Source: an optimization exercise on an open RTL-to-GDS flow (aim: small area, a short achievable clock period and few clock cycles per item). Production flows keep margins and buffers that such runs may drop. No functional check of the RTL was part of this run. Power is estimated from default activity; no workload was simulated.

===== design/flow/config.mk =====
export PLATFORM = sky130hd
export DESIGN_NAME = iterativeDivision
export DESIGN_NICKNAME = iterativeDivision
export VERILOG_FILES = /design/flow/design.v
export SDC_FILE = /design/flow/constraint.sdc
export NUM_CORES = 4
export LEC_CHECK = 0
export CAP_MARGIN = 20
export CORE_MARGIN = 2
export CORE_UTILIZATION = 40
export SLEW_MARGIN = 20

===== design/flow/constraint.sdc =====
create_clock -name core_clock -period 8.0 [get_ports {i_clk}]
set_input_delay 1.6000 -clock core_clock [delete_from_list [all_inputs] [get_ports {i_clk}]]
set_output_delay 1.6000 -clock core_clock [all_outputs]
set_load 0.01 [all_outputs]

===== design/flow/design.v =====
`default_nettype none
module iterativeDivision
  #(parameter int unsigned DATA_W = 32)
  ( input  var logic i_clk
  , input  var logic i_rst  
  , input  var logic [DATA_W-1:0] i_dividend
  , input  var logic [DATA_W-1:0] i_divisor
  , input  var logic i_start  
  , output var logic [DATA_W-1:0] o_quotient
  , output var logic [DATA_W-1:0] o_remainder
  , output var logic o_finish  
  );
  logic [5:0] counter_q;
  always_ff @(posedge i_clk)
    if (i_rst)
      counter_q <= 6'd63;
    else if (i_start)
      counter_q <= '0;
    else if (counter_q != 6'd63)
      counter_q <= counter_q + 1'b1;
    else
      counter_q <= counter_q;
  logic doProcess_d, doProcess_q;
  always_ff @(posedge i_clk)
    if (i_rst)
      doProcess_q <= '0;
    else
      doProcess_q <= doProcess_d;
  always_comb
    if (i_start)
      doProcess_d = '1;
    else if (counter_q == 6'd31)
      doProcess_d = '0;
    else
      doProcess_d = doProcess_q;
  logic finalShift;
  always_ff @(posedge i_clk)
    if (i_rst)
      finalShift <= '0;
    else
      finalShift <= doProcess_q;
  always_comb
    if (counter_q == 6'd33)
      o_finish = '1;
    else
      o_finish = '0;
  logic [DATA_W-1:0] divisor_q;
  always_ff @(posedge i_clk)
    if (i_start)
      divisor_q <= i_divisor;
    else
      divisor_q <= divisor_q;
  logic [(2*DATA_W):0] dividendRemainder_q, dividendRemainder_d;
  always_ff @(posedge i_clk)
    if (i_start)
      dividendRemainder_q <= {{(DATA_W+1){1'b0}}, i_dividend};
    else
      dividendRemainder_q <= dividendRemainder_d;
  logic [DATA_W:0] opA, opB;
  always_comb
    opA = dividendRemainder_q[(2*DATA_W):DATA_W];
  always_comb
    opB = {1'b0, divisor_q};
  logic shiftIn;
  always_comb
    if ((opA > opB) || (opA == opB))
      shiftIn = '1;
    else
      shiftIn = '0;
  logic [DATA_W:0] partialRemainder;
  always_comb
    partialRemainder = opA - opB;
  logic [DATA_W-1:0] quotient_d, quotient_q;
  always_ff @(posedge i_clk)
    if (i_start)
      quotient_q <= '0;
    else
      quotient_q <= quotient_d;
  always_comb
    if ((doProcess_q || finalShift) && shiftIn)
      quotient_d = {quotient_q[DATA_W-2:0], 1'b1};
    else if ((doProcess_q || finalShift) && !shiftIn)
      quotient_d = quotient_q << 1;
    else
      quotient_d = quotient_q;
  always_comb
    o_quotient = quotient_q;
  always_comb
    if (doProcess_q && !shiftIn)
      dividendRemainder_d = dividendRemainder_q << 1;
    else if (doProcess_q && shiftIn)
      dividendRemainder_d = {partialRemainder, dividendRemainder_q
                             [DATA_W-1:0]} << 1;
    else if (finalShift && shiftIn)
      dividendRemainder_d = {partialRemainder, dividendRemainder_q
                             [DATA_W-1:0]};
    else
      dividendRemainder_d = dividendRemainder_q;
  always_comb
    o_remainder = dividendRemainder_q[(2*DATA_W)-1:DATA_W];
endmodule
`resetall

===== design/flow/run.sh =====
#!/bin/bash
# synth_recipe.tcl (not shown) runs the flow's synth.tcl, then flattens the netlist and writes it again
# the make line also repeats each setting of config.mk as NAME=value (left out here)
make -C /OpenROAD-flow-scripts/flow DESIGN_CONFIG=/design/flow/config.mk WORK_HOME=/design/flow/orfs CLKGATE_MAP_FILE= SYNTH_SCRIPT=/design/flow/synth_recipe.tcl finish

==> run notes <==
-- cell type report --
| type | instances | share of cell area (%) |
|---|---|---|
| multi-input cells | 580 | 40.3 |
| flip-flops and latches | 137 | 34.5 |
| repair buffers | 137 | 14.0 |
| clock buffers | 18 | 4.60 |
| well taps | 270 | 3.45 |
| inverters | 43 | 1.65 |
| clock inverters | 14 | 1.46 |
-- tightest hold or removal path: stages, from the launching register on --
cell,delay (ns)
dfxtp_1,0.31
nand2_1,0.05
a21oi_1,0.05
-- synthesized netlist by cell type, types with 8 or more instances --
master,n,share of area (%)
a31oi_1,8,0.61
a22o_1,32,3.4
nand3_1,12,0.73
edfxtp_1,64,23
a311oi_1,9,0.95
xnor2_1,25,2.6
o21ai_0,27,1.6
a21oi_1,62,3.8
nor2_1,34,1.5
nor2b_1,16,1.2
nor3_1,8,0.48
inv_1,42,1.9
nand2_1,138,6.3
buf_6,8,1.1
ha_1,34,5.1
a211oi_1,21,1.9
a21o_1,18,1.6
a311oi_2,15,2.7
dfxtp_1,73,18
clkbuf_1,19,0.86
buf_2,8,0.48
buf_4,67,6.1
-- how the worst min path moves through the flow --
stage / startpoint / endpoint
CTS: quotient_q[31]$_SDFFE_PP0P_ / quotient_q[31]$_SDFFE_PP0P_
global placement: quotient_q[31]$_SDFFE_PP0P_ / quotient_q[31]$_SDFFE_PP0P_
finish: quotient_q[31]$_SDFFE_PP0P_ / quotient_q[31]$_SDFFE_PP0P_
floorplan: quotient_q[10]$_SDFFE_PP0P_ / quotient_q[10]$_SDFFE_PP0P_
detailed placement: quotient_q[31]$_SDFFE_PP0P_ / quotient_q[31]$_SDFFE_PP0P_
global route: quotient_q[30]$_SDFFE_PP0P_ / quotient_q[31]$_SDFFE_PP0P_
-- power by group --
group	leakage, nW	internal (mW)	switching (mW)	total [mW]
combinational	2.15	0.197	0.253	0.449
clock	0.296	0.435	0.357	0.792
sequential	1.25	0.786	0.0295	0.815
total	3.70	1.42	0.639	2.06
-- cells by family after synthesis --
family	after synthesis	synth area share (%)
multiplexers	11	1.42
AO/OA/AOI/OAI	247	23.2
buffers and inverters	154	11.4
AND/OR/NAND/NOR	256	14.4
adder cells (fa/ha/maj)	35	5.39
XOR/XNOR	31	3.29
flip-flops	137	40.9
-- state kept, by name, indices dropped and copies added (netlist names) --
| signal | cells |
|---|---|
| divisor_q | 32 |
| dividendRemainder_q | 65 |
| quotient_q | 32 |
| doProcess_q | 1 |
| finalShift | 1 |
| counter_q | 6 |
-- per-layer routing --
metal,routed length (um),track usage (%)
met1,9400,25.0
met2,9050,28.7
met3,799,3.67
met4,216,5.14
met5,0,0
-- layout by cell type (no fill, tap or decap), types with 7 or more instances in the layout --
cell type,count
and2_1,7
a31oi_1,8
nand3_1,12
clkdlybuf4s50_1,130
a21o_1,18
xnor2_1,25
nand4_1,7
clkbuf_16,18
inv_1,42
ha_1,34
o21ai_0,27
dfxtp_1,72
a21oi_1,62
a311oi_1,9
a311oi_2,15
nor2_1,32
nor2b_1,16
nor3_1,8
a211oi_1,21
nand2_1,138
and3_1,7
edfxtp_1,64
a22o_1,32
==> impl_metrics.json <==
{
  "diodes": 0,
  "critical-path-top-delay-family": "compound AO/OA/AOI/OAI gates",
  "hold_buffers": 0,
  "gp_congestion": 0.864,
  "crit_cells": 10,
  "critPathMaxStageDelay_ns": 0.81,
  "syn_area_mm2": 0.00826,
  "path_max_fanout": 32,
  "grt_max_degree": 60,
  "drc_errors": 0,
  "drive_gt1_share_pct": 10.1,
  "hold_ws_ns": 0.449,
  "start_util_pct": 40.8,
  "whs_path_depth": 2,
  "ios": 132,
  "die_h_um": 148,
  "min_period_over_period_pct": 46.0,
  "r2r_setup_slack_ns": 4.32,
  "area_growth_pct": 18.6,
  "clkSlewWorstSetupHoldPaths_ns": 0.07,
  "antenna_found_initial": 0,
  "power_leakage_nw": 3.70,
  "synth_edf_count": 64,
  "final_nets": 1018,
  "async_reset_ff_share_pct": 0,
  "clk_path_buf_depth": 2,
  "layoutNonFillerInstCount": 1199,
  "cp-endpoint": "dividendRemainder_q[63]$_SDFFE_PP0P_",
  "final_max_slew_viol_count": 0,
  "setup_viol": 0,
  "start_kind": "register",
  "hold_class": "reg -> reg",
  "tightestPinTransition_ns": 1.01,
  "startpoint": "dividendRemainder_q[42]$_SDFFE_PP0P_",
  "grt_usage_pct": 18.1,
  "viasPerCell": 5.27,
  "rsz0062_at_grt": "no",
  "grt_pass1_vias": 6003,
  "cts_tree": "built",
  "power.total_mw": 2.06,
  "status": "complete, no violations",
  "fin_ws_ns": 4.32,
  "syn_nets": 973,
  "root_buffer": "clkbuf_16",
  "drtPass1Iterations": 5,
  "regArea_mm2": 0.00338,
  "post_cts_resized": 0,
  "drtIter0Drc": 373,
  "die-width_um": 148,
  "numClockSinks": 137,
  "overflow": 0,
  "post-place-ws_ns": 4.30,
  "synth_seq_cells": 137,
  "cellPowerDensity_mw_per_mm2": 210,
  "hold_viol_final": 0,
  "grt_pass1_wl_um": 31500,
  "antenna_left": 0,
  "worst-setup-path-type": "reg -> reg",
  "dpl_cell_area_mm2": 0.00918,
  "cp_cell_sequence": "ha_1 -> a21oi_2 -> o21ai_1 -> or3_1 -> o211ai_2 -> nand2_4 -> a21boi_4 -> nor2_2 -> a311o_1 -> a311oi_2",
  "required_ns": 8.34,
  "skew_ns": 0.00886,
  "portBuffers": 131,
  "multi_input_area_mm2": 0.00395,
  "tns_ns": 0,
  "r2r.worst_path.cells": 10,
  "clk_latency_ns": 0.43,
  "r2r_end": "dividendRemainder_q[63]$_SDFFE_PP0P_",
  "maxSlewHeadroom_pct": 32.8,
  "final_cell_area_mm2": 0.00980,
  "yosys_warnings": 1,
  "fill_cells": 1921,
  "final_core_util_pct": 48.4,
  "fmax_mhz": 272,
  "reg2reg_from": "dividendRemainder_q[42]$_SDFFE_PP0P_",
  "floorplan.rows": 52,
  "peakVddDrop_mv": 0.129,
  "synth.distinct_cells": 77,
  "slowest_stage": "a21boi_4",
  "wl_per_cell_um": 16.2,
  "arrival_ns": 4.02,
  "crit_buf_inv": 0,
  "vias": 6315,
  "cts_buffers": 17,
  "synth_cells": 871,
  "dp.cells": 1166,
  "coreArea_mm2": 0.0202,
  "endpoint_kind": "register",
  "yosysSeqAreaShare_pct": 40.9,
  "period_needed_ns": 3.68,
  "cts_setup_buffers": 0,
  "dieArea_mm2": 0.0218,
  "drv_cap": 0,
  "syn_avg_cell_area_um2": 9.49,
  "dp_hpwl_um": 13300,
  "h-tree-depth": 4,
  "wl_um": 19500,
  "ys.flop_type": "dfxtp_1"
}

## static timing again, ports no longer ideal
In the flow no input, the clock included, has a driving cell. The finished layout below was timed again as built, in two steps.
Step 1 sets driving cells, clkbuf_16 on the clock port and buf_2 on the other inputs (assumed; they add their load-dependent delay and slew).
Step 2, shift: input delay + t, output delay - t, t = (earliest + latest rising clock arrival at the registers) / 2. This alone moves slack from input paths to output paths.
Three values: ideal ports, drivers, drivers and shift; two values: the first two.
shift t [ns]: 0.474
setup WS [ns]: 4.319 / 4.319 / 4.319
worst hold slack (ns): 0.449 / 0.449 / 0.449
worst setup path after step 2: register to register
worst slew at a driven data input, ns: 0.05
After both steps setup and hold are still met in this run. The setup slack of this run moves by 0.000 ns with the drivers and by 0.000 ns with both steps.
